Background: an optimization exercise with open tools, aiming at small area. Do not read the settings as production practice.
No run shown here included a check of the RTL's function; only the layout flow was run.
Power is estimated from default activity; no workload was simulated.

==> flow/design.v (outline; a module is shown in full before it is edited, if it fits) <==
// module edge_detector: 36 lines
// module clk_div: 18 lines
// module opl3_exp_lut: 265 lines
// module opl3_log_sine_lut: 265 lines
// module ksl_add_rom: 43 lines
// module tremolo: 34 lines
// module vibrato: 27 lines
// module env_rate_counter: 65 lines
// module envelope_generator: 139 lines
// module calc_rhythm_phase: 60 lines
// module calc_phase_inc: 47 lines
// module phase_generator: 179 lines
// module operator: 174 lines
// module control_operators: 623 lines
// module channels: 192 lines
// module register_file_axi: 143 lines
// module opl3: 108 lines
module opl3 (
    input wire clk,
    input wire rst,
    input wire wr,
    input wire [8:0] addr,
    input wire [7:0] din,
    output logic signed [SAMPLE_WIDTH-1:0] channel_a,
    output logic signed [SAMPLE_WIDTH-1:0] channel_b,
    output logic signed [SAMPLE_WIDTH-1:0] channel_c,
    output logic signed [SAMPLE_WIDTH-1:0] channel_d
);
  // ...
==> flow/run.sh <==
#!/bin/bash
# synth_recipe.tcl (not shown) runs the flow's synth.tcl, then flattens the netlist and writes it again
# the make line also repeats each setting of config.mk as NAME=value (left out here)
make -C /OpenROAD-flow-scripts/flow DESIGN_CONFIG=/design/flow/config.mk WORK_HOME=/design/flow/orfs CLKGATE_MAP_FILE= SYNTH_SCRIPT=/design/flow/synth_recipe.tcl finish
==> flow/config.mk <==
export PLATFORM = sky130hd
export DESIGN_NAME = opl3
export DESIGN_NICKNAME = opl3
export VERILOG_FILES = /design/flow/design.v
export SDC_FILE = /design/flow/constraint.sdc
export NUM_CORES = 8
export LEC_CHECK = 0
export ABC_AREA = 1
export CAP_MARGIN = 20
export CORE_MARGIN = 2
export CORE_UTILIZATION = 60
export SLEW_MARGIN = 20
==> flow/constraint.sdc <==
create_clock -name core_clock -period 30.0 [get_ports {clk}]
set_input_delay 6.0000 -clock core_clock [delete_from_list [all_inputs] [get_ports {clk}]]
set_output_delay 6.0000 -clock core_clock [all_outputs]
set_load 0.01 [all_outputs]
==> report_table.html, run 1 <==
<table>
<tr><th>Metric</th><th>Value</th></tr>
<tr><th colspan="2">Run status</th></tr>
<tr><td>Status</td><td>no timing/DRC/antenna violations</td></tr>
<tr><th colspan="2">Synth</th></tr>
<tr><td>Post-synthesis share of cell area spent on xor and xnor gates</td><td>less than 1%</td></tr>
<tr><td>Post-Syn Area per Cell</td><td>between 8 and 9 µm²</td></tr>
<tr><td>Most used flip-flop cell after synthesis</td><td>dfxtp_1</td></tr>
<tr><td>Portion of synthesized cell area occupied by the leading cell type</td><td>33.0%</td></tr>
<tr><td>Cell area after synthesis</td><td>276,000 µm²</td></tr>
<tr><td>Dominant cells by area after synthesis</td><td>dfxtp_1 (33%), edfxtp_1 (18%), nand2_1 (8.4%), a21oi_1 (7.5%), o21ai_0 (7.5%)</td></tr>
<tr><th colspan="2">Cells and area</th></tr>
<tr><td>Final-stage net count</td><td>33,700</td></tr>
<tr><td>Multi-input gates</td><td>~22,000</td></tr>
<tr><td>Most frequent cells in the layout</td><td>nand2_1 (6,160), dfxtp_1 (4,550), a21oi_1 (4,148), o21ai_0 (4,122), inv_1 (3,466)</td></tr>
<tr><td>Final standard cell utilization of the core</td><td>66.0%</td></tr>
<tr><td>Most frequent standard cell in the layout excluding fill and tap cells</td><td>nand2_1</td></tr>
<tr><td>Register Area</td><td>roughly 140,000 µm²</td></tr>
<tr><td>Proportion of cell area occupied by registers</td><td>between 40% and 50%</td></tr>
<tr><td>Share of cell area taken by multi-input logic gates</td><td>a little under two fifths</td></tr>
<tr><td>Layout fillers</td><td>38,300</td></tr>
<tr><td>Area added between synthesis and finish</td><td>9.74%</td></tr>
<tr><th colspan="2">Floorplan</th></tr>
<tr><td>Io pins</td><td>84</td></tr>
<tr><td>Width of the chip</td><td>a little under 700 µm</td></tr>
<tr><th colspan="2">STA</th></tr>
<tr><td>Highest achievable clock rate</td><td>around 54 MHz</td></tr>
<tr><td>Worst-margin pin slew</td><td>1.36 ns</td></tr>
<tr><td>Final count of negative-setup-slack endpoints</td><td>0</td></tr>
<tr><th colspan="2">Route</th></tr>
<tr><td>Number of vias after detailed routing</td><td>250,000</td></tr>
<tr><th colspan="2">Power</th></tr>
<tr><td>Power density relative to cell area</td><td>59.6 nW/µm²</td></tr>
<tr><td>Portion of total power attributed to combinational logic</td><td>just over 6%</td></tr>
<tr><td>Combinational power</td><td>between 1 and 1.5 mW</td></tr>
<tr><td>Power Total</td><td>18.0 mW</td></tr>
<tr><th colspan="2">Setup path</th></tr>
<tr><td>Most frequent CP cell</td><td>nand2_1</td></tr>
<tr><td>Logic depth of the worst path, buffers included</td><td>92</td></tr>
<tr><td>Element type at the critical path end</td><td>flip-flop</td></tr>
<tr><td>Worst setup startpoint</td><td>channels.control_operators.state[0]</td></tr>
<tr><th colspan="2">Clock network</th></tr>
<tr><td>Resize count post-CTS</td><td>0</td></tr>
<tr><td>TritonCTS clock tree</td><td>yes</td></tr>
<tr><td>Post-CTS repair timing setup buffer count</td><td>0</td></tr>
<tr><th colspan="2">Placed design</th></tr>
<tr><td>Count of port buffers added during placement</td><td>83</td></tr>
<tr><th colspan="2">GRT</th></tr>
<tr><td>Initial antenna violation count</td><td>59</td></tr>
<tr><td>Global route total overflow</td><td>0</td></tr>
<tr><td>Global routing usage on met1</td><td>55.6%</td></tr>
<tr><th colspan="2">Min path</th></tr>
<tr><td>Worst hold path class</td><td>reg2reg</td></tr>
</table>
==> module envelope_generator, before the edit <==
module envelope_generator #(
    parameter SILENCE = 511
)(
    input wire clk,
    input wire rst,
    input wire sample_clk_en,
    input wire [BANK_NUM_WIDTH-1:0] bank_num,
    input wire [OP_NUM_WIDTH-1:0] op_num,        
    input wire [REG_ENV_WIDTH-1:0] ar,  
    input wire [REG_ENV_WIDTH-1:0] dr,  
    input wire [REG_ENV_WIDTH-1:0] sl,  
    input wire [REG_ENV_WIDTH-1:0] rr,  
    input wire [REG_TL_WIDTH-1:0] tl,   
    input wire ksr,                     
    input wire [REG_KSL_WIDTH-1:0] ksl,  
    input wire egt,                      
    input wire am,                       
    input wire dam,                      
    input wire nts,                      
    input wire [REG_FNUM_WIDTH-1:0] fnum,
    input wire [REG_MULT_WIDTH-1:0] mult,
    input wire [REG_BLOCK_WIDTH-1:0] block,
    input wire key_on_pulse,
    input wire key_off_pulse,
    output logic [ENV_WIDTH-1:0] env
);
    localparam KSL_ADD_WIDTH = 8;
    localparam PIPELINE_DELAY = 2;
    typedef enum logic [1:0] {
        ATTACK    = 2'd0,
        DECAY     = 2'd1,
        SUSTAIN   = 2'd2,
        RELEASE   = 2'd3
    } state_t;
    logic [NUM_BANKS-1:0][NUM_OPERATORS_PER_BANK-1:0][1:0] state;
    state_t next_state;
    logic [1:0] state_cur;
    logic [ENV_WIDTH-1:0] env_int_cur;
    always_comb begin
        state_cur = '0;
        for (int bi = 0; bi < NUM_BANKS; bi++)
            for (int oi = 0; oi < NUM_OPERATORS_PER_BANK; oi++)
                if (bank_num == bi && op_num == oi)
                    state_cur = state[bi][oi];
    end
    always_comb begin
        env_int_cur = '0;
        for (int bi = 0; bi < NUM_BANKS; bi++)
            for (int oi = 0; oi < NUM_OPERATORS_PER_BANK; oi++)
                if (bank_num == bi && op_num == oi)
                    env_int_cur = env_int[bi][oi];
    end    
    wire [KSL_ADD_WIDTH-1:0] ksl_add;
    logic [NUM_BANKS-1:0][NUM_OPERATORS_PER_BANK-1:0][ENV_WIDTH-1:0] env_int;
    wire [AM_VAL_WIDTH-1:0] am_val;
    logic [REG_ENV_WIDTH-1:0] requested_rate;
    wire [ENV_RATE_COUNTER_OVERFLOW_WIDTH-1:0] rate_counter_overflow;
    logic signed [ENV_WIDTH+1:0] env_tmp;  
    logic [PIPELINE_DELAY-1:0] sample_clk_en_delayed;
    ksl_add_rom ksl_add_rom (
        .*
    );
    genvar gi_st, gj_st;
    generate
    for (gi_st = 0; gi_st < NUM_BANKS; gi_st++) begin : st_bank
        for (gj_st = 0; gj_st < NUM_OPERATORS_PER_BANK; gj_st++) begin : st_op
            always_ff @(posedge clk)
                if (rst) begin
                    state[gi_st][gj_st] <= RELEASE;
                end
                else if (bank_num == gi_st && op_num == gj_st) begin
        if (key_on_pulse)
                    state[gi_st][gj_st] <= ATTACK;
                else if (key_off_pulse)
                    state[gi_st][gj_st] <= RELEASE;
                else if (sample_clk_en)
                    state[gi_st][gj_st] <= next_state;
                end
        end
    end
    endgenerate
    always_comb
        unique case (state_cur)
        ATTACK: next_state = env_int_cur == 0 ? DECAY : ATTACK;
        DECAY: next_state = (env_int_cur >> 4) >= sl ? SUSTAIN : DECAY;
        SUSTAIN: next_state = !egt ? RELEASE : SUSTAIN;
        RELEASE: next_state = RELEASE;
        endcase
    always_comb
        unique case (state_cur)
        ATTACK: requested_rate = ar;
        DECAY: requested_rate = dr;
        SUSTAIN: requested_rate = 0;
        RELEASE: requested_rate = rr;
        endcase
    env_rate_counter env_rate_counter (
        .*
    );
    always_ff @(posedge clk) begin
        sample_clk_en_delayed <= sample_clk_en_delayed << 1;
        sample_clk_en_delayed[0] <= sample_clk_en;
    end        
    genvar gi_ei, gj_ei;
    generate
    for (gi_ei = 0; gi_ei < NUM_BANKS; gi_ei++) begin : ei_bank
        for (gj_ei = 0; gj_ei < NUM_OPERATORS_PER_BANK; gj_ei++) begin : ei_op
            always_ff @(posedge clk)
                if (rst) begin
                    env_int[gi_ei][gj_ei] <= SILENCE;
                end
                else if (bank_num == gi_ei && op_num == gj_ei) begin
        if (sample_clk_en_delayed[PIPELINE_DELAY-1])
                    if (state_cur == ATTACK && rate_counter_overflow != 0 && env_int_cur != 0)
                        env_int[gi_ei][gj_ei] <= env_int_cur - (((env_int_cur*rate_counter_overflow) >> 3) + 1);
                    else if (state_cur == DECAY || state_cur == RELEASE)
                        if (env_int_cur + rate_counter_overflow > SILENCE)
                            env_int[gi_ei][gj_ei] <= SILENCE;
                        else
                            env_int[gi_ei][gj_ei] <= env_int_cur + rate_counter_overflow;     
                end
        end
    end
    endgenerate
    tremolo tremolo (
        .*
    );
    always_comb
        if (am)
            env_tmp = env_int_cur + (tl << 2) + ksl_add + am_val;
        else
            env_tmp = env_int_cur + (tl << 2) + ksl_add;
    always_ff @(posedge clk)
        if (env_tmp < 0)
            env <= 0;
        else if (env_tmp > SILENCE) 
            env <= SILENCE;
        else
            env <= env_tmp;
endmodule
==> module phase_generator, before the edit <==
module phase_generator (
    input wire clk,
    input wire rst,
    input wire sample_clk_en,
    input wire is_new,    
    input wire [BANK_NUM_WIDTH-1:0] bank_num,
    input wire [OP_NUM_WIDTH-1:0] op_num,  
    input wire [PHASE_ACC_WIDTH-1:0] phase_inc,
    input wire [REG_WS_WIDTH-1:0] ws,
    input wire [ENV_WIDTH-1:0] env,
    input wire key_on_pulse,
    input wire [OP_OUT_WIDTH-1:0] modulation,
    input wire [2:0] op_type,    
    input wire op_idle,
    output logic signed [OP_OUT_WIDTH-1:0] out
);	
    localparam LOG_SIN_OUT_WIDTH = 12;
    localparam EXP_IN_WIDTH = 8;
    localparam EXP_OUT_WIDTH = 10;
    localparam LOG_SIN_PLUS_GAIN_WIDTH = 13;
    localparam PIPELINE_DELAY = 2;     
    logic [PIPELINE_DELAY-1:0] sample_clk_en_delayed;
    logic [NUM_BANKS-1:0][NUM_OPERATORS_PER_BANK-1:0][PHASE_ACC_WIDTH-1:0] phase_acc;
    logic [NUM_BANKS-1:0][NUM_OPERATORS_PER_BANK-1:0] final_phase_msb;
    logic [PHASE_ACC_WIDTH-1:0] fp_cur;
    logic [PHASE_ACC_WIDTH-1:0] fp_00;
    logic slot_early;
    logic [PHASE_ACC_WIDTH-1:0] rhythm_phase;
    logic is_odd_period;
    logic final_phase_msb_r0;
    wire [LOG_SIN_OUT_WIDTH-1:0] log_sin_out; 
    logic [LOG_SIN_PLUS_GAIN_WIDTH-1:0] log_sin_plus_gain;     
    wire [EXP_OUT_WIDTH-1:0] exp_out;
    logic [OP_OUT_WIDTH-1:0] tmp_out0;
    logic signed [OP_OUT_WIDTH-1:0] tmp_out1;
    logic signed [OP_OUT_WIDTH-1:0] tmp_out2;    
    logic signed [OP_OUT_WIDTH-1:0] tmp_ws2;
    logic signed [OP_OUT_WIDTH-1:0] tmp_ws4;  
    logic [LOG_SIN_OUT_WIDTH-1:0] tmp_ws7;
    logic [REG_WS_WIDTH-1:0] ws_post_opl;
    logic [PHASE_ACC_WIDTH-1:0] final_phase_cur;
    logic final_phase_msb_cur;
    always_comb begin
        final_phase_msb_cur = '0;
        for (int bi = 0; bi < NUM_BANKS; bi++)
            for (int oi = 0; oi < NUM_OPERATORS_PER_BANK; oi++)
                if (bank_num == bi && op_num == oi)
                    final_phase_msb_cur = (bi == 0 && oi == 0) ? fp_00[PHASE_ACC_WIDTH-1] : final_phase_msb[bi][oi];
    end
    always_comb slot_early = sample_clk_en || sample_clk_en_delayed[0] || sample_clk_en_delayed[1];
    always_comb
        if (op_idle)
            final_phase_cur = fp_00;
        else if (slot_early)
            final_phase_cur = {final_phase_msb_cur, fp_cur[PHASE_ACC_WIDTH-2:0]};
        else
            final_phase_cur = fp_cur;
    logic [PHASE_ACC_WIDTH-1:0] phase_acc_cur;
    always_comb begin
        phase_acc_cur = '0;
        for (int bi = 0; bi < NUM_BANKS; bi++)
            for (int oi = 0; oi < NUM_OPERATORS_PER_BANK; oi++)
                if (bank_num == bi && op_num == oi)
                    phase_acc_cur = phase_acc[bi][oi];
    end
    logic  is_odd_period_cur;
    always_comb is_odd_period_cur = is_odd_period;
    always_comb ws_post_opl = ws & (is_new ? 'h7 : 'h3);
    always_ff @(posedge clk) begin
        sample_clk_en_delayed <= sample_clk_en_delayed << 1;
        sample_clk_en_delayed[0] <= sample_clk_en;
    end
    calc_rhythm_phase calc_rhythm_phase (
        .*
    );
    logic [PHASE_ACC_WIDTH-1:0] phase_acc_new;
    logic [PHASE_ACC_WIDTH-1:0] final_phase_new;
    always_comb
        if (key_on_pulse) begin
            phase_acc_new = 0;
            final_phase_new = 0;
        end
        else if (ws_post_opl == 4 || ws_post_opl == 5) begin
            phase_acc_new = phase_acc_cur + (phase_inc << 1);
            final_phase_new = rhythm_phase + (phase_inc << 1) + (modulation << 10);
        end
        else begin
            phase_acc_new = phase_acc_cur + phase_inc;
            final_phase_new = rhythm_phase + phase_inc + (modulation << 10);
        end
    genvar gi_pa, gj_pa;
    generate
    for (gi_pa = 0; gi_pa < NUM_BANKS; gi_pa++) begin : pa_bank
        for (gj_pa = 0; gj_pa < NUM_OPERATORS_PER_BANK; gj_pa++) begin : pa_op
            always_ff @(posedge clk)
                if (rst) begin
                    phase_acc[gi_pa][gj_pa] <= '0;
                end
                else if (bank_num == gi_pa && op_num == gj_pa && sample_clk_en_delayed[PIPELINE_DELAY-1]) begin
                    phase_acc[gi_pa][gj_pa] <= phase_acc_new;
                end
            if (gi_pa == 0 && gj_pa == 0) begin : msb00
                always_ff @(posedge clk)
                    if (rst)
                        fp_00 <= '0;
                    else if (bank_num == 0 && op_num == 0 && sample_clk_en_delayed[PIPELINE_DELAY-1])
                        fp_00 <= final_phase_new;
                assign final_phase_msb[gi_pa][gj_pa] = 1'b0;
            end
            else begin : msbop
                always_ff @(posedge clk)
                    if (rst)
                        final_phase_msb[gi_pa][gj_pa] <= '0;
                    else if (bank_num == gi_pa && op_num == gj_pa && sample_clk_en_delayed[PIPELINE_DELAY-1])
                        final_phase_msb[gi_pa][gj_pa] <= final_phase_new[PHASE_ACC_WIDTH-1];
            end
        end
    end
    endgenerate
    always_ff @(posedge clk)
        if (sample_clk_en_delayed[PIPELINE_DELAY-1])
            fp_cur <= final_phase_new;
    always_comb tmp_ws2 = tmp_out1 < 0 ? ~tmp_out1 : tmp_out1;
    always_comb tmp_ws4 = is_odd_period_cur ? tmp_out1 : 0;
    always_ff @(posedge clk)
        if (rst) begin
            final_phase_msb_r0 <= 0;
            is_odd_period <= 0;
        end
        else begin
            final_phase_msb_r0 <= final_phase_cur[19];
            if (!final_phase_cur[19] && final_phase_msb_r0)
                is_odd_period <= !is_odd_period;
        end
    opl3_log_sine_lut log_sine_lut_inst (
        .theta(final_phase_cur[18] ? ~final_phase_cur[17:10]
         : final_phase_cur[17:10]),
        .out(log_sin_out),
    	.*
    );
    always_comb
        unique case (final_phase_cur[19:18])
        0: tmp_ws7[11] = 0;
        1: tmp_ws7[11] = 1;
        2: tmp_ws7[11] = 1;
        3: tmp_ws7[11] = 0;
        endcase
    always_comb tmp_ws7[10:0] = final_phase_cur[19] ?
     ~final_phase_cur[17:10] << 3 : final_phase_cur[17:10] << 3;        
    always_comb log_sin_plus_gain = (ws_post_opl == 7 ? tmp_ws7 : log_sin_out) + (env << 3);
    opl3_exp_lut exp_lut_inst (
        .in(~log_sin_plus_gain[7:0]),
        .out(exp_out),
        .*
    );
    always_comb tmp_out0 = (2**10 + exp_out) << 1;
    always_comb
        if (final_phase_cur[19])
            tmp_out1 = ~(tmp_out0 >> log_sin_plus_gain[LOG_SIN_PLUS_GAIN_WIDTH-1:8]);
        else
            tmp_out1 = tmp_out0 >> log_sin_plus_gain[LOG_SIN_PLUS_GAIN_WIDTH-1:8]; 
    always_comb
        unique case (ws_post_opl)
        0: tmp_out2 = tmp_out1;
        1: tmp_out2 = tmp_out1 < 0 ? 0 : tmp_out1;
        2: tmp_out2 = tmp_ws2;
        3: tmp_out2 = final_phase_cur[PHASE_ACC_WIDTH-2] ? 0 : tmp_ws2;
        4: tmp_out2 = tmp_ws4;
        5: tmp_out2 = tmp_ws4 < 0 ? ~tmp_ws4 : tmp_ws4;
        6: tmp_out2 = tmp_out1 > 0 ? 2**(OP_OUT_WIDTH-1) - 1 : -2**(OP_OUT_WIDTH-1);
        7: tmp_out2 = tmp_out1;
        endcase 
    always_ff @(posedge clk)
        unique case (op_type)
        OP_NORMAL:    out <= tmp_out2;
        OP_BASS_DRUM: out <= tmp_out2;
        default:      out <= tmp_out2 << 1;
        endcase      
endmodule
==> module operator, before the edit <==
module operator (
    input wire clk,
    input wire rst,
    input wire sample_clk_en,
    input wire is_new,    
    input wire [BANK_NUM_WIDTH-1:0] bank_num,
    input wire [OP_NUM_WIDTH-1:0] op_num,              
    input wire [REG_FNUM_WIDTH-1:0] fnum,
    input wire [REG_MULT_WIDTH-1:0] mult,
    input wire [REG_BLOCK_WIDTH-1:0] block,
    input wire [REG_WS_WIDTH-1:0] ws,
    input wire vib,
    input wire dvb,
    input wire [NUM_BANKS-1:0][NUM_OPERATORS_PER_BANK-1:0] kon,  
    input wire [REG_ENV_WIDTH-1:0] ar,  
    input wire [REG_ENV_WIDTH-1:0] dr,  
    input wire [REG_ENV_WIDTH-1:0] sl,  
    input wire [REG_ENV_WIDTH-1:0] rr,  
    input wire [REG_TL_WIDTH-1:0] tl,   
    input wire ksr,                     
    input wire [REG_KSL_WIDTH-1:0] ksl,  
    input wire egt,                      
    input wire am,                       
    input wire dam,                      
    input wire nts,                      
    input wire bd,
    input wire sd,
    input wire tom,
    input wire tc,
    input wire hh,        
    input wire use_feedback,
    input wire [REG_FB_WIDTH-1:0] fb,
    input wire [OP_OUT_WIDTH-1:0] modulation,
    input wire [1:0][OP_OUT_WIDTH-1:0] feedback_cur,
    input wire [2:0] op_type,
    input wire op_idle,
    output logic signed [OP_OUT_WIDTH-1:0] out
);   
    wire [PHASE_ACC_WIDTH-1:0] phase_inc;
    logic key_on_pulse;
    wire [NUM_BANKS-1:0][NUM_OPERATORS_PER_BANK-1:0] key_on_pulse_array;
    logic key_off_pulse;
    wire [NUM_BANKS-1:0][NUM_OPERATORS_PER_BANK-1:0] key_off_pulse_array;
    wire [ENV_WIDTH-1:0] env;
    logic signed [OP_OUT_WIDTH-1:0] feedback_result;
    logic signed [OP_OUT_WIDTH+1+2**REG_FB_WIDTH-1:0] feedback_result_p0;
    wire bd_on_pulse;
    wire sd_on_pulse;
    wire tom_on_pulse;
    wire tc_on_pulse;
    wire hh_on_pulse;
    logic rhythm_kon_pulse;
    logic  key_on_pulse_array_cur;
    always_comb begin
        key_on_pulse_array_cur = '0;
        for (int bi = 0; bi < NUM_BANKS; bi++)
            for (int oi = 0; oi < NUM_OPERATORS_PER_BANK; oi++)
                if (bank_num == bi && op_num == oi)
                    key_on_pulse_array_cur = key_on_pulse_array[bi][oi];
    end
    logic  key_off_pulse_array_cur;
    always_comb begin
        key_off_pulse_array_cur = '0;
        for (int bi = 0; bi < NUM_BANKS; bi++)
            for (int oi = 0; oi < NUM_OPERATORS_PER_BANK; oi++)
                if (bank_num == bi && op_num == oi)
                    key_off_pulse_array_cur = key_off_pulse_array[bi][oi];
    end
    logic [NUM_BANKS-1:0][NUM_OPERATORS_PER_BANK-1:0] kon_r0, kon_r1;
    logic [5:0] koff_r0, koff_r1;
    genvar i, j;
    generate
        for (i = 0; i < NUM_BANKS; i ++) begin : ooname000
            for (j = 0; j < NUM_OPERATORS_PER_BANK; j++) begin : ooname001
                always_ff @(posedge clk)
                    if (rst) begin
                        kon_r0[i][j] <= 0;
                        kon_r1[i][j] <= 0;
                    end
                    else if (i == bank_num && j == op_num && sample_clk_en) begin
                        kon_r0[i][j] <= kon[i][j];
                        kon_r1[i][j] <= kon_r0[i][j];
                    end
                assign key_on_pulse_array[i][j] = kon_r0[i][j] && !kon_r1[i][j];
                if (i == 0 && j >= 12) begin : rko
                    always_ff @(posedge clk)
                        if (rst) begin
                            koff_r0[j-12] <= 0;
                            koff_r1[j-12] <= 0;
                        end
                        else if (i == bank_num && j == op_num && sample_clk_en && op_type == OP_NORMAL) begin
                            koff_r0[j-12] <= kon[i][j];
                            koff_r1[j-12] <= koff_r0[j-12];
                        end
                    assign key_off_pulse_array[i][j] = !koff_r0[j-12] && koff_r1[j-12];
                end
                else begin : nko
                    assign key_off_pulse_array[i][j] = !kon_r0[i][j] && kon_r1[i][j];
                end
            end
        end
    endgenerate  
    edge_detector #(
        .EDGE_LEVEL(1), 
        .CLK_DLY(1)
    ) bd_edge_detect (
        .clk_en(op_type == OP_BASS_DRUM && sample_clk_en),
        .in(bd), 
        .edge_detected(bd_on_pulse),
        .*
    );
    edge_detector #(
        .EDGE_LEVEL(1), 
        .CLK_DLY(1)
    ) sd_edge_detect (
        .clk_en(op_type == OP_SNARE_DRUM && sample_clk_en),
        .in(sd), 
        .edge_detected(sd_on_pulse),
        .*
    );
    edge_detector #(
        .EDGE_LEVEL(1), 
        .CLK_DLY(1)
    ) tom_edge_detect (
        .clk_en(op_type == OP_TOM_TOM && sample_clk_en),
        .in(tom), 
        .edge_detected(tom_on_pulse),
        .*
    );       
    edge_detector #(
        .EDGE_LEVEL(1), 
        .CLK_DLY(1)
    ) tc_edge_detect (
        .clk_en(op_type == OP_TOP_CYMBAL && sample_clk_en),
        .in(tc), 
        .edge_detected(tc_on_pulse),
        .*
    );
    edge_detector #(
        .EDGE_LEVEL(1), 
        .CLK_DLY(1)
    ) hh_edge_detect (
        .clk_en(op_type == OP_HI_HAT && sample_clk_en),
        .in(hh), 
        .edge_detected(hh_on_pulse),
        .*
    ); 
    always_comb rhythm_kon_pulse =
     (op_type == OP_BASS_DRUM && bd_on_pulse) ||
     (op_type == OP_SNARE_DRUM && sd_on_pulse) ||
     (op_type == OP_TOM_TOM && tom_on_pulse) ||
     (op_type == OP_TOP_CYMBAL && tc_on_pulse) ||
     (op_type == OP_HI_HAT && hh_on_pulse);
    always_comb key_on_pulse = key_on_pulse_array_cur || rhythm_kon_pulse;
    always_comb key_off_pulse = key_off_pulse_array_cur;
    always_comb
        if (fb == 0)
            feedback_result_p0 = 0;
        else
            feedback_result_p0 = (($signed(feedback_cur[0]) +
             $signed(feedback_cur[1])) <<< fb);
    always_comb feedback_result = feedback_result_p0 >>> 9;
    calc_phase_inc calc_phase_inc (
	     .phase_inc(phase_inc),
        .*
    ); 
    envelope_generator envelope_generator (
        .*
    );
    phase_generator phase_generator (
        .modulation(use_feedback ? feedback_result : modulation),
        .*
    );
endmodule
==> run 2: changes to the inputs <==
--- a/flow/design.v
+++ b/flow/design.v
@@ -851,15 +851,15 @@
 );
     localparam KSL_ADD_WIDTH = 8;
     localparam PIPELINE_DELAY = 2;
-    typedef enum logic [1:0] {
-        ATTACK    = 2'd0,
-        DECAY     = 2'd1,
-        SUSTAIN   = 2'd2,
-        RELEASE   = 2'd3
+    typedef enum logic [3:0] {
+        ATTACK    = 4'b0001,
+        DECAY     = 4'b0010,
+        SUSTAIN   = 4'b0100,
+        RELEASE   = 4'b1000
     } state_t;
-    logic [NUM_BANKS-1:0][NUM_OPERATORS_PER_BANK-1:0][1:0] state;
+    logic [NUM_BANKS-1:0][NUM_OPERATORS_PER_BANK-1:0][3:0] state;
     state_t next_state;
-    logic [1:0] state_cur;
+    logic [3:0] state_cur;
     logic [ENV_WIDTH-1:0] env_int_cur;
     always_comb begin
         state_cur = '0;
@@ -910,6 +910,7 @@
         DECAY: next_state = (env_int_cur >> 4) >= sl ? SUSTAIN : DECAY;
         SUSTAIN: next_state = !egt ? RELEASE : SUSTAIN;
         RELEASE: next_state = RELEASE;
+        default: next_state = RELEASE;
         endcase
     always_comb
         unique case (state_cur)
@@ -917,6 +918,7 @@
         DECAY: requested_rate = dr;
         SUSTAIN: requested_rate = 0;
         RELEASE: requested_rate = rr;
+        default: requested_rate = rr;
         endcase
     env_rate_counter env_rate_counter (
         .*
@@ -1094,7 +1096,6 @@
     input wire key_on_pulse,
     input wire [OP_OUT_WIDTH-1:0] modulation,
     input wire [2:0] op_type,    
-    input wire op_idle,
     output logic signed [OP_OUT_WIDTH-1:0] out
 );	
     localparam LOG_SIN_OUT_WIDTH = 12;
@@ -1104,13 +1105,10 @@
     localparam PIPELINE_DELAY = 2;     
     logic [PIPELINE_DELAY-1:0] sample_clk_en_delayed;
     logic [NUM_BANKS-1:0][NUM_OPERATORS_PER_BANK-1:0][PHASE_ACC_WIDTH-1:0] phase_acc;
-    logic [NUM_BANKS-1:0][NUM_OPERATORS_PER_BANK-1:0] final_phase_msb;
-    logic [PHASE_ACC_WIDTH-1:0] fp_cur;
-    logic [PHASE_ACC_WIDTH-1:0] fp_00;
-    logic slot_early;
+    logic [NUM_BANKS-1:0][NUM_OPERATORS_PER_BANK-1:0][PHASE_ACC_WIDTH-1:0] final_phase;
     logic [PHASE_ACC_WIDTH-1:0] rhythm_phase;
-    logic is_odd_period;
-    logic final_phase_msb_r0;
+    logic [NUM_BANKS-1:0][NUM_OPERATORS_PER_BANK-1:0] is_odd_period;
+    logic [NUM_BANKS-1:0][NUM_OPERATORS_PER_BANK-1:0] phase_acc_msb_pos_edge_pulse;
     wire [LOG_SIN_OUT_WIDTH-1:0] log_sin_out; 
     logic [LOG_SIN_PLUS_GAIN_WIDTH-1:0] log_sin_plus_gain;     
     wire [EXP_OUT_WIDTH-1:0] exp_out;
@@ -1122,22 +1120,13 @@
     logic [LOG_SIN_OUT_WIDTH-1:0] tmp_ws7;
     logic [REG_WS_WIDTH-1:0] ws_post_opl;
     logic [PHASE_ACC_WIDTH-1:0] final_phase_cur;
-    logic final_phase_msb_cur;
     always_comb begin
-        final_phase_msb_cur = '0;
+        final_phase_cur = '0;
         for (int bi = 0; bi < NUM_BANKS; bi++)
             for (int oi = 0; oi < NUM_OPERATORS_PER_BANK; oi++)
                 if (bank_num == bi && op_num == oi)
-                    final_phase_msb_cur = (bi == 0 && oi == 0) ? fp_00[PHASE_ACC_WIDTH-1] : final_phase_msb[bi][oi];
+                    final_phase_cur = final_phase[bi][oi];
     end
-    always_comb slot_early = sample_clk_en || sample_clk_en_delayed[0] || sample_clk_en_delayed[1];
-    always_comb
-        if (op_idle)
-            final_phase_cur = fp_00;
-        else if (slot_early)
-            final_phase_cur = {final_phase_msb_cur, fp_cur[PHASE_ACC_WIDTH-2:0]};
-        else
-            final_phase_cur = fp_cur;
     logic [PHASE_ACC_WIDTH-1:0] phase_acc_cur;
     always_comb begin
         phase_acc_cur = '0;
@@ -1147,7 +1136,13 @@
                     phase_acc_cur = phase_acc[bi][oi];
     end
     logic  is_odd_period_cur;
-    always_comb is_odd_period_cur = is_odd_period;
+    always_comb begin
+        is_odd_period_cur = '0;
+        for (int bi = 0; bi < NUM_BANKS; bi++)
+            for (int oi = 0; oi < NUM_OPERATORS_PER_BANK; oi++)
+                if (bank_num == bi && op_num == oi)
+                    is_odd_period_cur = is_odd_period[bi][oi];
+    end
     always_comb ws_post_opl = ws & (is_new ? 'h7 : 'h3);
     always_ff @(posedge clk) begin
         sample_clk_en_delayed <= sample_clk_en_delayed << 1;
@@ -1156,21 +1151,6 @@
     calc_rhythm_phase calc_rhythm_phase (
         .*
     );
-    logic [PHASE_ACC_WIDTH-1:0] phase_acc_new;
-    logic [PHASE_ACC_WIDTH-1:0] final_phase_new;
-    always_comb
-        if (key_on_pulse) begin
-            phase_acc_new = 0;
-            final_phase_new = 0;
-        end
-        else if (ws_post_opl == 4 || ws_post_opl == 5) begin
-            phase_acc_new = phase_acc_cur + (phase_inc << 1);
-            final_phase_new = rhythm_phase + (phase_inc << 1) + (modulation << 10);
-        end
-        else begin
-            phase_acc_new = phase_acc_cur + phase_inc;
-            final_phase_new = rhythm_phase + phase_inc + (modulation << 10);
-        end
     genvar gi_pa, gj_pa;
     generate
     for (gi_pa = 0; gi_pa < NUM_BANKS; gi_pa++) begin : pa_bank
@@ -1178,43 +1158,52 @@
             always_ff @(posedge clk)
                 if (rst) begin
                     phase_acc[gi_pa][gj_pa] <= '0;
+                    final_phase[gi_pa][gj_pa] <= '0;
                 end
-                else if (bank_num == gi_pa && op_num == gj_pa && sample_clk_en_delayed[PIPELINE_DELAY-1]) begin
-                    phase_acc[gi_pa][gj_pa] <= phase_acc_new;
+                else if (bank_num == gi_pa && op_num == gj_pa) begin
+        if (sample_clk_en_delayed[PIPELINE_DELAY-1])
+                    if (key_on_pulse) begin
+                        phase_acc[gi_pa][gj_pa] <= 0;
+                        final_phase[gi_pa][gj_pa] <= 0;
+                    end
+                    else if (ws_post_opl == 4 || ws_post_opl == 5) begin
+                        phase_acc[gi_pa][gj_pa] <= phase_acc_cur + (phase_inc << 1);
+                        final_phase[gi_pa][gj_pa] <= rhythm_phase + (phase_inc << 1)
+                         + (modulation << 10);
+                    end    
+                    else begin
+                        phase_acc[gi_pa][gj_pa] <= phase_acc_cur + phase_inc;
+                        final_phase[gi_pa][gj_pa] <= rhythm_phase + phase_inc
+                         + (modulation << 10);
+                    end    
                 end
-            if (gi_pa == 0 && gj_pa == 0) begin : msb00
-                always_ff @(posedge clk)
-                    if (rst)
-                        fp_00 <= '0;
-                    else if (bank_num == 0 && op_num == 0 && sample_clk_en_delayed[PIPELINE_DELAY-1])
-                        fp_00 <= final_phase_new;
-                assign final_phase_msb[gi_pa][gj_pa] = 1'b0;
-            end
-            else begin : msbop
-                always_ff @(posedge clk)
-                    if (rst)
-                        final_phase_msb[gi_pa][gj_pa] <= '0;
-                    else if (bank_num == gi_pa && op_num == gj_pa && sample_clk_en_delayed[PIPELINE_DELAY-1])
-                        final_phase_msb[gi_pa][gj_pa] <= final_phase_new[PHASE_ACC_WIDTH-1];
-            end
         end
     end
     endgenerate
-    always_ff @(posedge clk)
-        if (sample_clk_en_delayed[PIPELINE_DELAY-1])
-            fp_cur <= final_phase_new;
     always_comb tmp_ws2 = tmp_out1 < 0 ? ~tmp_out1 : tmp_out1;
     always_comb tmp_ws4 = is_odd_period_cur ? tmp_out1 : 0;
-    always_ff @(posedge clk)
-        if (rst) begin
-            final_phase_msb_r0 <= 0;
-            is_odd_period <= 0;
-        end
-        else begin
-            final_phase_msb_r0 <= final_phase_cur[19];
-            if (!final_phase_cur[19] && final_phase_msb_r0)
-                is_odd_period <= !is_odd_period;
-        end
+    genvar i, j;
+    generate
+    for (i = 0; i < NUM_BANKS; i ++) begin : pgname000
+        for (j = 0; j < NUM_OPERATORS_PER_BANK; j++) begin : pgname001
+            edge_detector #(
+                .EDGE_LEVEL(0),
+                .CLK_DLY(0)
+            ) phase_acc_msb_edge_detect (
+                .clk,
+                .rst,
+                .clk_en(1'b1),
+                .in(final_phase_cur[19]),
+                .edge_detected(phase_acc_msb_pos_edge_pulse[i][j])
+            );   
+        always_ff @(posedge clk)
+            if (rst)
+                is_odd_period[i][j] <= 0;
+            else if (phase_acc_msb_pos_edge_pulse[i][j])
+                is_odd_period[i][j] <= !is_odd_period[i][j]; 
+    end            
+	 end
+    endgenerate
     opl3_log_sine_lut log_sine_lut_inst (
         .theta(final_phase_cur[18] ? ~final_phase_cur[17:10]
          : final_phase_cur[17:10]),
@@ -1297,9 +1286,8 @@
     input wire use_feedback,
     input wire [REG_FB_WIDTH-1:0] fb,
     input wire [OP_OUT_WIDTH-1:0] modulation,
-    input wire [1:0][OP_OUT_WIDTH-1:0] feedback_cur,
+    input wire latch_feedback_pulse,
     input wire [2:0] op_type,
-    input wire op_idle,
     output logic signed [OP_OUT_WIDTH-1:0] out
 );   
     wire [PHASE_ACC_WIDTH-1:0] phase_inc;
@@ -1308,6 +1296,7 @@
     logic key_off_pulse;
     wire [NUM_BANKS-1:0][NUM_OPERATORS_PER_BANK-1:0] key_off_pulse_array;
     wire [ENV_WIDTH-1:0] env;
+    logic signed [NUM_BANKS-1:0][NUM_OPERATORS_PER_BANK-1:0][2-1:0][OP_OUT_WIDTH-1:0] feedback;
     logic signed [OP_OUT_WIDTH-1:0] feedback_result;
     logic signed [OP_OUT_WIDTH+1+2**REG_FB_WIDTH-1:0] feedback_result_p0;
     wire bd_on_pulse;
@@ -1316,6 +1305,14 @@
     wire tc_on_pulse;
     wire hh_on_pulse;
     logic rhythm_kon_pulse;
+    logic [1:0][OP_OUT_WIDTH-1:0] feedback_cur;
+    always_comb begin
+        feedback_cur = '0;
+        for (int bi = 0; bi < NUM_BANKS; bi++)
+            for (int oi = 0; oi < NUM_OPERATORS_PER_BANK; oi++)
+                if (bank_num == bi && op_num == oi)
+                    feedback_cur = feedback[bi][oi];
+    end
     logic  key_on_pulse_array_cur;
     always_comb begin
         key_on_pulse_array_cur = '0;
@@ -1332,39 +1329,30 @@
                 if (bank_num == bi && op_num == oi)
                     key_off_pulse_array_cur = key_off_pulse_array[bi][oi];
     end
-    logic [NUM_BANKS-1:0][NUM_OPERATORS_PER_BANK-1:0] kon_r0, kon_r1;
-    logic [5:0] koff_r0, koff_r1;
     genvar i, j;
     generate
         for (i = 0; i < NUM_BANKS; i ++) begin : ooname000
             for (j = 0; j < NUM_OPERATORS_PER_BANK; j++) begin : ooname001
-                always_ff @(posedge clk)
-                    if (rst) begin
-                        kon_r0[i][j] <= 0;
-                        kon_r1[i][j] <= 0;
-                    end
-                    else if (i == bank_num && j == op_num && sample_clk_en) begin
-                        kon_r0[i][j] <= kon[i][j];
-                        kon_r1[i][j] <= kon_r0[i][j];
-                    end
-                assign key_on_pulse_array[i][j] = kon_r0[i][j] && !kon_r1[i][j];
-                if (i == 0 && j >= 12) begin : rko
-                    always_ff @(posedge clk)
-                        if (rst) begin
-                            koff_r0[j-12] <= 0;
-                            koff_r1[j-12] <= 0;
-                        end
-                        else if (i == bank_num && j == op_num && sample_clk_en && op_type == OP_NORMAL) begin
-                            koff_r0[j-12] <= kon[i][j];
-                            koff_r1[j-12] <= koff_r0[j-12];
-                        end
-                    assign key_off_pulse_array[i][j] = !koff_r0[j-12] && koff_r1[j-12];
-                end
-                else begin : nko
-                    assign key_off_pulse_array[i][j] = !kon_r0[i][j] && kon_r1[i][j];
-                end
-            end
-        end
+                edge_detector #(
+                    .EDGE_LEVEL(1), 
+                    .CLK_DLY(1)
+                ) key_on_edge_detect (
+                    .clk_en(i == bank_num && j == op_num && sample_clk_en),
+                    .in(kon[i][j]), 
+                    .edge_detected(key_on_pulse_array[i][j]),
+                    .*
+                );
+                edge_detector #(
+                    .EDGE_LEVEL(0), 
+                    .CLK_DLY(1)
+                ) key_off_edge_detect (
+                    .clk_en(i == bank_num && j == op_num && sample_clk_en && op_type == OP_NORMAL),
+                    .in(kon[i][j]), 
+                    .edge_detected(key_off_pulse_array[i][j]),
+                    .*
+                );                                   
+            end            
+			end
     endgenerate  
     edge_detector #(
         .EDGE_LEVEL(1), 
@@ -1419,6 +1407,23 @@
      (op_type == OP_HI_HAT && hh_on_pulse);
     always_comb key_on_pulse = key_on_pulse_array_cur || rhythm_kon_pulse;
     always_comb key_off_pulse = key_off_pulse_array_cur;
+    genvar gi_fb, gj_fb;
+    generate
+    for (gi_fb = 0; gi_fb < NUM_BANKS; gi_fb++) begin : fb_bank
+        for (gj_fb = 0; gj_fb < NUM_OPERATORS_PER_BANK; gj_fb++) begin : fb_op
+            always_ff @(posedge clk)
+                if (rst) begin
+                    feedback[gi_fb][gj_fb] <= '0;
+                end
+                else if (bank_num == gi_fb && op_num == gj_fb) begin
+        if (latch_feedback_pulse) begin
+                    feedback[gi_fb][gj_fb][0] <= out;
+                    feedback[gi_fb][gj_fb][1] <= feedback[gi_fb][gj_fb][0];
+                end
+                end
+        end
+    end
+    endgenerate
     always_comb
         if (fb == 0)
             feedback_result_p0 = 0;
@@ -1987,19 +1992,6 @@
             op_num = state - NUM_OPERATORS_PER_BANK - 1;
         else
             op_num = state - 1;
-    localparam logic [NUM_OPERATORS_PER_BANK-1:0] FB_CAPABLE = 18'b000111000111000111;
-    logic signed [NUM_BANKS-1:0][NUM_OPERATORS_PER_BANK-1:0][OP_OUT_WIDTH-1:0] fb_prev;
-    logic [1:0][OP_OUT_WIDTH-1:0] feedback_cur;
-    always_comb begin
-        feedback_cur = '0;
-        for (int bi = 0; bi < NUM_BANKS; bi++)
-            for (int oi = 0; oi < NUM_OPERATORS_PER_BANK; oi++)
-                if (bank_num == bi && op_num == oi) begin
-                    feedback_cur[0] = operator_out[bi][oi];
-                    if (FB_CAPABLE[oi])
-                        feedback_cur[1] = fb_prev[bi][oi];
-                end
-    end
     operator operator (
         .clk,
         .rst,
@@ -2032,10 +2024,9 @@
         .hh,
         .use_feedback(use_feedback_cur),
         .fb(fb_tmp_cur),
-        .feedback_cur,
+        .latch_feedback_pulse,
         .modulation(modulation_cur),
         .op_type(op_type_tmp_cur),   
-        .op_idle(state == 0),
         .out(operator_out_tmp)
     ); 
     genvar i, j;
@@ -2048,17 +2039,6 @@
                 else if (i == bank_num && j == op_num &&
                  delay_counter == OPERATOR_PIPELINE_DELAY - 1)
                     operator_out[i][j] <= operator_out_tmp;
-            if (FB_CAPABLE[j]) begin : fbp
-                always_ff @(posedge clk)
-                    if (rst)
-                        fb_prev[i][j] <= 0;
-                    else if (i == bank_num && j == op_num &&
-                     delay_counter == OPERATOR_PIPELINE_DELAY - 1)
-                        fb_prev[i][j] <= operator_out[i][j];
-            end
-            else begin : nofbp
-                assign fb_prev[i][j] = '0;
-            end
 			end
 		end
     endgenerate 
@@ -2110,123 +2090,327 @@
     output logic signed [SAMPLE_WIDTH-1:0] channel_c,
     output logic signed [SAMPLE_WIDTH-1:0] channel_d
 );      
+    logic signed [2-1:0][9-1:0][SAMPLE_WIDTH-1:0] channel_2_op;
+    logic signed [2-1:0][3-1:0][SAMPLE_WIDTH-1:0] channel_4_op;
     logic signed [NUM_BANKS-1:0][NUM_OPERATORS_PER_BANK-1:0][OP_OUT_WIDTH-1:0] operator_out;
     logic signed [CHANNEL_ACCUMULATOR_WIDTH-1:0] channel_a_acc_pre_clamp;
+    logic signed [2-1:0][9-1:0][CHANNEL_ACCUMULATOR_WIDTH-1:0] channel_a_acc_pre_clamp_p;    
     logic signed [CHANNEL_ACCUMULATOR_WIDTH-1:0] channel_b_acc_pre_clamp;
+    logic signed [2-1:0][9-1:0][CHANNEL_ACCUMULATOR_WIDTH-1:0] channel_b_acc_pre_clamp_p;        
     logic signed [CHANNEL_ACCUMULATOR_WIDTH-1:0] channel_c_acc_pre_clamp;
+    logic signed [2-1:0][9-1:0][CHANNEL_ACCUMULATOR_WIDTH-1:0] channel_c_acc_pre_clamp_p;        
     logic signed [CHANNEL_ACCUMULATOR_WIDTH-1:0] channel_d_acc_pre_clamp;
-    logic signed [CHANNEL_ACCUMULATOR_WIDTH-1:0] p_a, p_b, p_c, p_d;
-    logic calc;       
-    logic [3:0] channel;
+    logic signed [2-1:0][9-1:0][CHANNEL_ACCUMULATOR_WIDTH-1:0] channel_d_acc_pre_clamp_p;
+    typedef enum {
+        IDLE,
+        CALC_OUTPUTS
+    } state_t;
+    state_t state;
+    state_t next_state;
+    logic [$clog2(9)-1:0] channel;
     logic bank;
-    logic [3:0] nchannel;
-    logic nbank;
+    logic signed [CHANNEL_ACCUMULATOR_WIDTH-1:0] channel_a_acc_pre_clamp_p_cur;
     always_comb begin
-        if (rst || !calc || channel == 8)
-            nchannel = 0;
+        channel_a_acc_pre_clamp_p_cur = '0;
+        for (int bi = 0; bi < 2; bi++)
+            for (int oi = 0; oi < 9; oi++)
+                if (bank == bi && channel == oi)
+                    channel_a_acc_pre_clamp_p_cur = channel_a_acc_pre_clamp_p[bi][oi];
+    end
+    logic signed [CHANNEL_ACCUMULATOR_WIDTH-1:0] channel_b_acc_pre_clamp_p_cur;
+    always_comb begin
+        channel_b_acc_pre_clamp_p_cur = '0;
+        for (int bi = 0; bi < 2; bi++)
+            for (int oi = 0; oi < 9; oi++)
+                if (bank == bi && channel == oi)
+                    channel_b_acc_pre_clamp_p_cur = channel_b_acc_pre_clamp_p[bi][oi];
+    end
+    logic signed [CHANNEL_ACCUMULATOR_WIDTH-1:0] channel_c_acc_pre_clamp_p_cur;
+    always_comb begin
+        channel_c_acc_pre_clamp_p_cur = '0;
+        for (int bi = 0; bi < 2; bi++)
+            for (int oi = 0; oi < 9; oi++)
+                if (bank == bi && channel == oi)
+                    channel_c_acc_pre_clamp_p_cur = channel_c_acc_pre_clamp_p[bi][oi];
+    end
+    logic signed [CHANNEL_ACCUMULATOR_WIDTH-1:0] channel_d_acc_pre_clamp_p_cur;
+    always_comb begin
+        channel_d_acc_pre_clamp_p_cur = '0;
+        for (int bi = 0; bi < 2; bi++)
+            for (int oi = 0; oi < 9; oi++)
+                if (bank == bi && channel == oi)
+                    channel_d_acc_pre_clamp_p_cur = channel_d_acc_pre_clamp_p[bi][oi];
+    end 
+    always_ff @(posedge clk)
+        if (rst)
+            state <= IDLE;
         else
-            nchannel = channel + 1;
-        if (rst || !calc)
-            nbank = 0;
-        else if (channel == 8)
-            nbank = 1;
+            state <= next_state;
+    always_comb
+        unique case (state)
+        IDLE: next_state = sample_clk_en ? CALC_OUTPUTS : IDLE;
+        CALC_OUTPUTS: next_state = bank == 1 && channel == 8 ? IDLE : CALC_OUTPUTS;
+        endcase
+    always_ff @(posedge clk)
+        if (rst || state == IDLE || channel == 8)
+            channel <= 0;
         else
-            nbank = bank;
-    end
+            channel <= channel + 1;
     always_ff @(posedge clk)
-        if (rst)
-            calc <= 0;
-        else if (!calc)
-            calc <= sample_clk_en;
-        else if (bank == 1 && channel == 8)
-            calc <= 0;
-    always_ff @(posedge clk) begin
-        channel <= nchannel;
-        bank <= nbank;
-    end
+        if (rst || state == IDLE)
+            bank <= 0;
+        else if (channel == 8)
+            bank <= 1;       
     control_operators control_operators (
         .*
-    );
-    logic [NUM_OPERATORS_PER_BANK-1:0][OP_OUT_WIDTH-1:0] ob;
-    always_comb ob = nbank ? operator_out[1] : operator_out[0];
-    logic [OP_OUT_WIDTH-1:0] op_p, op_q, op_r, op_s;
-    always_comb begin
-        op_p = '0; op_q = '0; op_r = '0; op_s = '0;
-        for (int c = 0; c < 9; c++)
-            if (nchannel == c) begin
-                op_p = ob[c < 3 ? c : c < 6 ? c + 3 : c + 6];
-                op_q = ob[c < 3 ? c + 3 : c < 6 ? c + 6 : c + 9];
-            end
-        for (int c = 0; c < 3; c++)
-            if (nchannel == c) begin
-                op_r = ob[c + 6];
-                op_s = ob[c + 9];
-            end
-    end
-    logic [NUM_CHANNELS_PER_BANK-1:0] cntb, chab, chbb, chcb, chdb;
-    always_comb begin
-        cntb = nbank ? cnt[1] : cnt[0];
-        chab = nbank ? cha[1] : cha[0];
-        chbb = nbank ? chb[1] : chb[0];
-        chcb = nbank ? chc[1] : chc[0];
-        chdb = nbank ? chd[1] : chd[0];
-    end
-    logic cnt_c, cnt_c3, four_op, ryt0;
-    logic use_p, use_q, use_r, use_s;
-    always_comb begin
-        cnt_c = cntb[nchannel];
-        cnt_c3 = '0;
-        four_op = '0;
-        for (int c = 0; c < 3; c++)
-            if (nchannel == c) begin
-                cnt_c3 = cntb[c + 3];
-                four_op = connection_sel[c + 3*nbank] && is_new;
-            end
-        ryt0 = ryt && !nbank && nchannel >= 6;
-        if (four_op) begin
-            use_s = 1;
-            use_r = cnt_c && cnt_c3;
-            use_p = cnt_c;
-            use_q = !cnt_c && cnt_c3;
-        end
-        else if (ryt0 && nchannel == 6) begin
-            use_s = 0;
-            use_r = 0;
-            use_p = !cnt_c;
-            use_q = cnt_c;
-        end
-        else begin
-            use_s = 0;
-            use_r = 0;
-            use_p = cnt_c || ryt0;
-            use_q = 1;
+    );    
+    genvar i, j;
+    generate            
+    for (i = 0; i < NUM_BANKS; i++) begin : cname001
+        always_comb begin
+            channel_2_op[i][0] = cnt[i][0] ? $signed(operator_out[i][0]) + $signed(operator_out[i][3])
+             : $signed(operator_out[i][3]);
+            channel_2_op[i][1] = cnt[i][1] ? $signed(operator_out[i][1]) + $signed(operator_out[i][4])
+             : $signed(operator_out[i][4]);
+            channel_2_op[i][2] = cnt[i][2] ? $signed(operator_out[i][2]) + $signed(operator_out[i][5])
+             : $signed(operator_out[i][5]);        
+            channel_2_op[i][3] = cnt[i][3] ? $signed(operator_out[i][6]) + $signed(operator_out[i][9])
+             : $signed(operator_out[i][9]);
+            channel_2_op[i][4] = cnt[i][4] ? $signed(operator_out[i][7]) + $signed(operator_out[i][10])
+             : $signed(operator_out[i][10]);
+            channel_2_op[i][5] = cnt[i][5] ? $signed(operator_out[i][8]) + $signed(operator_out[i][11])
+             : $signed(operator_out[i][11]);
+            if (ryt && i == 0)               
+                channel_2_op[i][6] = cnt[i][6] ? $signed(operator_out[i][15]) : $signed(operator_out[i][12]);
+            else
+                channel_2_op[i][6] = cnt[i][6] ? $signed(operator_out[i][12]) + $signed(operator_out[i][15])
+                 : $signed(operator_out[i][15]);
+            channel_2_op[i][7] = cnt[i][7] || (ryt && i == 0) ? $signed(operator_out[i][13]) + $signed(operator_out[i][16])
+             : $signed(operator_out[i][16]);   
+            channel_2_op[i][8] = cnt[i][8] || (ryt && i == 0)  ? $signed(operator_out[i][14]) + $signed(operator_out[i][17])
+             : $signed(operator_out[i][17]);
+        end
+        wire [1:0] cnt4_sel0 = {cnt[i][0], cnt[i][3]};
+        wire [1:0] cnt4_sel1 = {cnt[i][1], cnt[i][4]};
+        wire [1:0] cnt4_sel2 = {cnt[i][2], cnt[i][5]};
+        always_comb begin
+            unique case (cnt4_sel0)
+            'b00: channel_4_op[i][0] = $signed(operator_out[i][9]);
+            'b01: channel_4_op[i][0] = $signed(operator_out[i][3]) + $signed(operator_out[i][9]);
+            'b10: channel_4_op[i][0] = $signed(operator_out[i][0]) + $signed(operator_out[i][9]);
+            'b11: channel_4_op[i][0] = $signed(operator_out[i][0]) + $signed(operator_out[i][6]) + $signed(operator_out[i][9]);
+            endcase
+            unique case (cnt4_sel1)
+            'b00: channel_4_op[i][1] = $signed(operator_out[i][10]);
+            'b01: channel_4_op[i][1] = $signed(operator_out[i][4]) + $signed(operator_out[i][10]);
+            'b10: channel_4_op[i][1] = $signed(operator_out[i][1]) + $signed(operator_out[i][10]);
+            'b11: channel_4_op[i][1] = $signed(operator_out[i][1]) + $signed(operator_out[i][7]) + $signed(operator_out[i][10]);
+            endcase
+            unique case (cnt4_sel2)
+            'b00: channel_4_op[i][2] = $signed(operator_out[i][11]);
+            'b01: channel_4_op[i][2] = $signed(operator_out[i][5]) + $signed(operator_out[i][11]);
+            'b10: channel_4_op[i][2] = $signed(operator_out[i][2]) + $signed(operator_out[i][11]);
+            'b11: channel_4_op[i][2] = $signed(operator_out[i][2]) + $signed(operator_out[i][8]) + $signed(operator_out[i][11]);
+            endcase 
         end
-    end
-    logic signed [CHANNEL_ACCUMULATOR_WIDTH-1:0] chan_val;
-    always_comb
-        chan_val = (use_p ? $signed(op_p) : 13'sd0) + (use_q ? $signed(op_q) : 13'sd0)
-         + (use_r ? $signed(op_r) : 13'sd0) + (use_s ? $signed(op_s) : 13'sd0);
-    logic all_out;
-    always_comb all_out = !is_new && !nbank;
-    always_ff @(posedge clk) begin
-        p_a <= chab[nchannel] || all_out ? chan_val : '0;
-        p_b <= chbb[nchannel] || all_out ? chan_val : '0;
-        p_c <= chcb[nchannel] || all_out ? chan_val : '0;
-        p_d <= chdb[nchannel] || all_out ? chan_val : '0;
-    end
+    end 
+    endgenerate        
+    generate
+    for (i = 0; i < 3; i++) begin : cname011
+        always_ff @(posedge clk)
+            if (cha[0][i] || !is_new)
+                channel_a_acc_pre_clamp_p[0][i] <= connection_sel[i] && is_new ? $signed(channel_4_op[0][i]) : $signed(channel_2_op[0][i]);
+            else
+                channel_a_acc_pre_clamp_p[0][i] <= 0;
+	 end
+    for (i = 3; i < 6; i++) begin : cname012
+        always_ff @(posedge clk)
+            if (cha[0][i] || !is_new)
+                channel_a_acc_pre_clamp_p[0][i] <= $signed(channel_2_op[0][i]);
+            else
+                channel_a_acc_pre_clamp_p[0][i] <= 0;
+	 end
+    for (i = 6; i < 9; i++) begin : cname013
+        always_ff @(posedge clk)
+            if (cha[0][i] || !is_new)
+                channel_a_acc_pre_clamp_p[0][i] <= $signed(channel_2_op[0][i]);
+            else
+                channel_a_acc_pre_clamp_p[0][i] <= 0;
+		end
+    for (i = 0; i < 3; i++) begin : cname014
+        always_ff @(posedge clk)
+            if (cha[1][i])
+                channel_a_acc_pre_clamp_p[1][i] <= connection_sel[i+3] && is_new ? $signed(channel_4_op[1][i]) : $signed(channel_2_op[1][i]);
+            else
+                channel_a_acc_pre_clamp_p[1][i] <= 0;
+	 end
+    for (i = 3; i < 6; i++) begin : cname015
+        always_ff @(posedge clk)
+            if (cha[1][i])
+                channel_a_acc_pre_clamp_p[1][i] <= $signed(channel_2_op[1][i]);
+            else
+                channel_a_acc_pre_clamp_p[1][i] <= 0;
+	 end
+    for (i = 6; i < 9; i++) begin : cname015a
+        always_ff @(posedge clk)
+            if (cha[1][i])
+                channel_a_acc_pre_clamp_p[1][i] <= $signed(channel_2_op[1][i]);
+            else
+                channel_a_acc_pre_clamp_p[1][i] <= 0; 
+	 end
+    endgenerate
     always_ff @(posedge clk)
-        if (sample_clk_en || rst) begin
+        if (sample_clk_en || rst)
             channel_a_acc_pre_clamp <= 0;
+        else if (state == CALC_OUTPUTS)
+            channel_a_acc_pre_clamp <= channel_a_acc_pre_clamp + channel_a_acc_pre_clamp_p_cur;
+    generate
+        for (i = 0; i < 3; i++) begin : cname016
+            always_ff @(posedge clk)
+                if (chb[0][i] || !is_new)
+                    channel_b_acc_pre_clamp_p[0][i] <= connection_sel[i] && is_new ? $signed(channel_4_op[0][i]) : $signed(channel_2_op[0][i]);
+                else
+                    channel_b_acc_pre_clamp_p[0][i] <= 0;
+		  end
+        for (i = 3; i < 6; i++) begin : cname017
+            always_ff @(posedge clk)
+                if (chb[0][i] || !is_new)
+                    channel_b_acc_pre_clamp_p[0][i] <= $signed(channel_2_op[0][i]);
+                else
+                    channel_b_acc_pre_clamp_p[0][i] <= 0;
+		  end
+        for (i = 6; i < 9; i++) begin : cname018
+            always_ff @(posedge clk)
+                if (chb[0][i] || !is_new)
+                    channel_b_acc_pre_clamp_p[0][i] <= $signed(channel_2_op[0][i]);
+                else
+                    channel_b_acc_pre_clamp_p[0][i] <= 0;
+		  end
+        for (i = 0; i < 3; i++) begin : cname019
+            always_ff @(posedge clk)
+                if (chb[1][i])
+                    channel_b_acc_pre_clamp_p[1][i] <= connection_sel[i+3] && is_new ? $signed(channel_4_op[1][i]) : $signed(channel_2_op[1][i]);
+                else
+                    channel_b_acc_pre_clamp_p[1][i] <= 0;
+		  end
+        for (i = 3; i < 6; i++) begin : cname020
+            always_ff @(posedge clk)
+                if (chb[1][i])
+                    channel_b_acc_pre_clamp_p[1][i] <= $signed(channel_2_op[1][i]);
+                else
+                    channel_b_acc_pre_clamp_p[1][i] <= 0;
+		  end
+        for (i = 6; i < 9; i++) begin : cname021
+            always_ff @(posedge clk)
+                if (chb[1][i])
+                    channel_b_acc_pre_clamp_p[1][i] <= $signed(channel_2_op[1][i]);
+                else
+                    channel_b_acc_pre_clamp_p[1][i] <= 0; 
+		  end
+    endgenerate
+    always_ff @(posedge clk)
+        if (sample_clk_en || rst)
             channel_b_acc_pre_clamp <= 0;
+        else if (state == CALC_OUTPUTS)
+            channel_b_acc_pre_clamp <= channel_b_acc_pre_clamp + channel_b_acc_pre_clamp_p_cur;    
+    generate
+        for (i = 0; i < 3; i++) begin : cname023
+            always_ff @(posedge clk)
+                if (chc[0][i] || !is_new)
+                    channel_c_acc_pre_clamp_p[0][i] <= connection_sel[i] && is_new ? $signed(channel_4_op[0][i]) : $signed(channel_2_op[0][i]);
+                else
+                    channel_c_acc_pre_clamp_p[0][i] <= 0;
+		  end
+        for (i = 3; i < 6; i++) begin : cname024
+            always_ff @(posedge clk)
+                if (chc[0][i] || !is_new)
+                    channel_c_acc_pre_clamp_p[0][i] <= $signed(channel_2_op[0][i]);
+                else
+                    channel_c_acc_pre_clamp_p[0][i] <= 0;
+		  end
+        for (i = 6; i < 9; i++) begin : cname025
+            always_ff @(posedge clk)
+                if (chc[0][i] || !is_new)
+                    channel_c_acc_pre_clamp_p[0][i] <= $signed(channel_2_op[0][i]);
+                else
+                    channel_c_acc_pre_clamp_p[0][i] <= 0;
+		  end
+        for (i = 0; i < 3; i++) begin : cname026
+            always_ff @(posedge clk)
+                if (chc[1][i])
+                    channel_c_acc_pre_clamp_p[1][i] <= connection_sel[i+3] && is_new ? $signed(channel_4_op[1][i]) : $signed(channel_2_op[1][i]);
+                else
+                    channel_c_acc_pre_clamp_p[1][i] <= 0;
+		  end
+        for (i = 3; i < 6; i++) begin : cname027
+            always_ff @(posedge clk)
+                if (chc[1][i])
+                    channel_c_acc_pre_clamp_p[1][i] <= $signed(channel_2_op[1][i]);
+                else
+                    channel_c_acc_pre_clamp_p[1][i] <= 0;
+		  end
+        for (i = 6; i < 9; i++) begin : cname028
+            always_ff @(posedge clk)
+                if (chc[1][i])
+                    channel_c_acc_pre_clamp_p[1][i] <= $signed(channel_2_op[1][i]);
+                else
+                    channel_c_acc_pre_clamp_p[1][i] <= 0; 
+		  end
+    endgenerate
+    always_ff @(posedge clk)
+        if (sample_clk_en || rst)
             channel_c_acc_pre_clamp <= 0;
+        else if (state == CALC_OUTPUTS)
+            channel_c_acc_pre_clamp <= channel_c_acc_pre_clamp + channel_c_acc_pre_clamp_p_cur;    
+    generate
+        for (i = 0; i < 3; i++) begin : cname029
+            always_ff @(posedge clk)
+                if (chd[0][i] || !is_new)
+                    channel_d_acc_pre_clamp_p[0][i] <= connection_sel[i] && is_new ? $signed(channel_4_op[0][i]) : $signed(channel_2_op[0][i]);
+                else
+                    channel_d_acc_pre_clamp_p[0][i] <= 0;
+		  end
+        for (i = 3; i < 6; i++) begin : cname030
+            always_ff @(posedge clk)
+                if (chd[0][i] || !is_new)
+                    channel_d_acc_pre_clamp_p[0][i] <= $signed(channel_2_op[0][i]);
+                else
+                    channel_d_acc_pre_clamp_p[0][i] <= 0;
+		end
+        for (i = 6; i < 9; i++) begin : cname031
+            always_ff @(posedge clk)
+                if (chd[0][i] || !is_new)
+                    channel_d_acc_pre_clamp_p[0][i] <= $signed(channel_2_op[0][i]);
+                else
+                    channel_d_acc_pre_clamp_p[0][i] <= 0;
+		end
+        for (i = 0; i < 3; i++) begin : cname032
+            always_ff @(posedge clk)
+                if (chd[1][i])
+                    channel_d_acc_pre_clamp_p[1][i] <= connection_sel[i+3] && is_new ? $signed(channel_4_op[1][i]) : $signed(channel_2_op[1][i]);
+                else
+                    channel_d_acc_pre_clamp_p[1][i] <= 0;
+		end
+        for (i = 3; i < 6; i++) begin : cname033
+            always_ff @(posedge clk)
+                if (chd[1][i])
+                    channel_d_acc_pre_clamp_p[1][i] <= $signed(channel_2_op[1][i]);
+                else
+                    channel_d_acc_pre_clamp_p[1][i] <= 0;
+			end
+        for (i = 6; i < 9; i++) begin : cname034
+            always_ff @(posedge clk)
+                if (chd[1][i])
+                    channel_d_acc_pre_clamp_p[1][i] <= $signed(channel_2_op[1][i]);
+                else
+                    channel_d_acc_pre_clamp_p[1][i] <= 0; 
+			end
+    endgenerate
+    always_ff @(posedge clk)
+        if (sample_clk_en || rst)
             channel_d_acc_pre_clamp <= 0;
-        end
-        else if (calc) begin
-            channel_a_acc_pre_clamp <= channel_a_acc_pre_clamp + p_a;
-            channel_b_acc_pre_clamp <= channel_b_acc_pre_clamp + p_b;
-            channel_c_acc_pre_clamp <= channel_c_acc_pre_clamp + p_c;
-            channel_d_acc_pre_clamp <= channel_d_acc_pre_clamp + p_d;
-        end
+        else if (state == CALC_OUTPUTS)
+            channel_d_acc_pre_clamp <= channel_d_acc_pre_clamp + channel_d_acc_pre_clamp_p_cur;    
     always_ff @(posedge clk)
         if (rst) begin
             channel_a <= 0;
--- a/flow/config.mk
+++ b/flow/config.mk
@@ -5,8 +5,7 @@
 export SDC_FILE = /design/flow/constraint.sdc
 export NUM_CORES = 8
 export LEC_CHECK = 0
-export ABC_AREA = 1
 export CAP_MARGIN = 20
 export CORE_MARGIN = 2
-export CORE_UTILIZATION = 60
+export CORE_UTILIZATION = 35
 export SLEW_MARGIN = 20
==> run 2 against run 1 <==
  * Still clean
  * Setup slack worse by 3.5 ns
  * Count of clock-buffer cells in the layout up 264
  * Combinational power up 4%
  * Critical path depth down 27
  * Clock power up 32%
  * First-iteration DRC count up 49%
==> report_table.html, run 2 <==
<table>
<tr><th>Metric</th><th>Value</th></tr>
<tr><th colspan="2">Run status</th></tr>
<tr><td>Status</td><td>no timing/DRC/antenna violations</td></tr>
<tr><th colspan="2">Synth</th></tr>
<tr><td>Most used flip-flop cell after synthesis</td><td>dfxtp_1</td></tr>
<tr><td>Post-Syn Area per Cell</td><td>8.78 µm² (+8.6%)</td></tr>
<tr><td>Portion of synthesized cell area occupied by the leading cell type</td><td>35.5% (+2.5 points)</td></tr>
<tr><td>Yosys synthesis warning count</td><td>2,374</td></tr>
<tr><td>Dominant cells by area after synthesis</td><td>dfxtp_1 (35%), edfxtp_1 (14%), nand2_1 (8.1%), a21oi_1 (7.8%), ha_1 (3.2%)</td></tr>
<tr><th colspan="2">Placed design</th></tr>
<tr><td>Count of port buffers added during placement</td><td>83 (unchanged)</td></tr>
<tr><td>Detail Placement HPWL</td><td>1,190,000 µm</td></tr>
<tr><td>Final RePlAce weighted congestion</td><td>1.03</td></tr>
<tr><th colspan="2">Setup path</th></tr>
<tr><td>Logic depth of the worst path, buffers included</td><td>65 (-29%)</td></tr>
<tr><td>Most frequent CP cell</td><td>a21oi_1</td></tr>
<tr><td>Worst setup startpoint</td><td>channels.control_operators.state[0]</td></tr>
<tr><td>Startpoint Class</td><td>flip-flop</td></tr>
<tr><th colspan="2">Floorplan</th></tr>
<tr><td>Io pins</td><td>84 (unchanged)</td></tr>
<tr><td>Width of the chip</td><td>1010 µm (+47%)</td></tr>
<tr><th colspan="2">Cells and area</th></tr>
<tr><td>Register Area</td><td>175,000 µm² (+23%)</td></tr>
<tr><td>Most frequent standard cell in the layout excluding fill and tap cells</td><td>nand2_1</td></tr>
<tr><td>Most frequent cells in the layout</td><td>nand2_1 (7,517), dfxtp_1 (6,206), a21oi_1 (5,434), nor2_1 (2,710), o21ai_0 (2,044)</td></tr>
<tr><td>Layout fillers</td><td>98,500 (+160%)</td></tr>
<tr><td>Final-stage net count</td><td>40,100 (+19%)</td></tr>
<tr><td>Area added between synthesis and finish</td><td>13.1%</td></tr>
<tr><th colspan="2">GRT</th></tr>
<tr><td>Initial antenna violation count</td><td>142 (+140%)</td></tr>
<tr><td>Global route total overflow</td><td>0 (unchanged)</td></tr>
<tr><th colspan="2">Clock network</th></tr>
<tr><td>TritonCTS clock tree</td><td>yes</td></tr>
<tr><td>Resize count post-CTS</td><td>0 (unchanged)</td></tr>
<tr><td>Number of clock sinks seen by CTS</td><td>7,896</td></tr>
<tr><td>Post-CTS repair timing setup buffer count</td><td>0 (unchanged)</td></tr>
<tr><td>Latest clock arrival within the worst-skew pair</td><td>1.26 ns</td></tr>
<tr><th colspan="2">Min path</th></tr>
<tr><td>Worst hold path class</td><td>reg2reg</td></tr>
<tr><th colspan="2">STA</th></tr>
<tr><td>Final critical-path setup slack</td><td>7.94 ns</td></tr>
<tr><td>Highest achievable clock rate</td><td>45.3 MHz (-16%)</td></tr>
<tr><td>Worst-margin pin slew</td><td>1.41 ns (+0.0450 ns)</td></tr>
<tr><th colspan="2">Route</th></tr>
<tr><td>Number of vias after detailed routing</td><td>324,000 (+30%)</td></tr>
<tr><th colspan="2">Power</th></tr>
<tr><td>Power density relative to cell area</td><td>57.9 nW/µm² (-2.8%)</td></tr>
</table>
## run 2: cell count changes after synthesis, sizes merged, moves of 455 or more
cell,delta
inv,-2992
o21ai,-1999
dfxtp,+1672
nand2,+1327
a21oi,+1311
nand4,-703
mux2i,+632
clkbuf,+620
nor2b,+579
nand3b,+567
nor2,+455
## run 2: where the power goes
part / switching [mW] / internal [mW] / total (mW)
sequential: 0.134 / 10.9 / 11.1
clock: 4.57 / 6.20 / 10.8
combinational: 0.865 / 0.280 / 1.15
## run 2: final timing paths
path                              end  slack, ns
max reg2reg                 flip-flop       7.94
max                         flip-flop       7.94
min reg2reg  register_file_axi.sl[44]       0.33
min          register_file_axi.sl[44]       0.33
## run 2: worst reg2reg max path: cells and delay by family (launching register included)
kind            cells  cell delay, ns
xor+xnor            2            0.32
mux                 2            0.39
fa+ha+maj           7            3.17
compound gates     33           10.08
flops               1            0.57
simple gates       12            3.51
buf+inv             9            3.84
## run 2: per-stage QoR
stage	cell area (µm²)	power, mW	cells	util (%)
2_1_floorplan	351000	12.0	40000	-
3_3_place_gp	368000	12.4	51400	36.9
3_5_place_dp	369000	12.4	51400	36.9
4_1_cts	396000	23.0	53000	39.7
5_1_grt	397000	23.5	53000	39.7
6_report	397000	23.0	53100	39.7
## run 2: per-layer routing
layer	up-vias	global-route usage, %
met5	-	0.0282
met4	50	21.7
met2	21500	46.9
met1	158000	41.5
met3	4481	9.14
li1	140000	-
## run 2: logic make-up after synthesis
logic type	Yosys count	synth area share [%]
AO/OA/AOI/OAI	11800	20.4
AND/OR/NAND/NOR	14100	17.4
flip-flops	7896	49.8
buffers and inverters	3668	4.01
XOR/XNOR	687	1.72
multiplexers	756	2.30
adder cells (fa/ha/maj)	1104	4.35
## run 2: layout make-up
cell class                      instances  share of cell area, %
Clock buffer                         1194                   6.12
Clock inverter                        329                  0.924
Tap cell                            13300                   4.19
Antenna cell                          139                 0.0876
Inverter                              567                  0.538
Sequential cell                      7896                   44.0
Multi-Input combinational cell      28400                   41.5
Timing Repair Buffer                 1290                   2.61
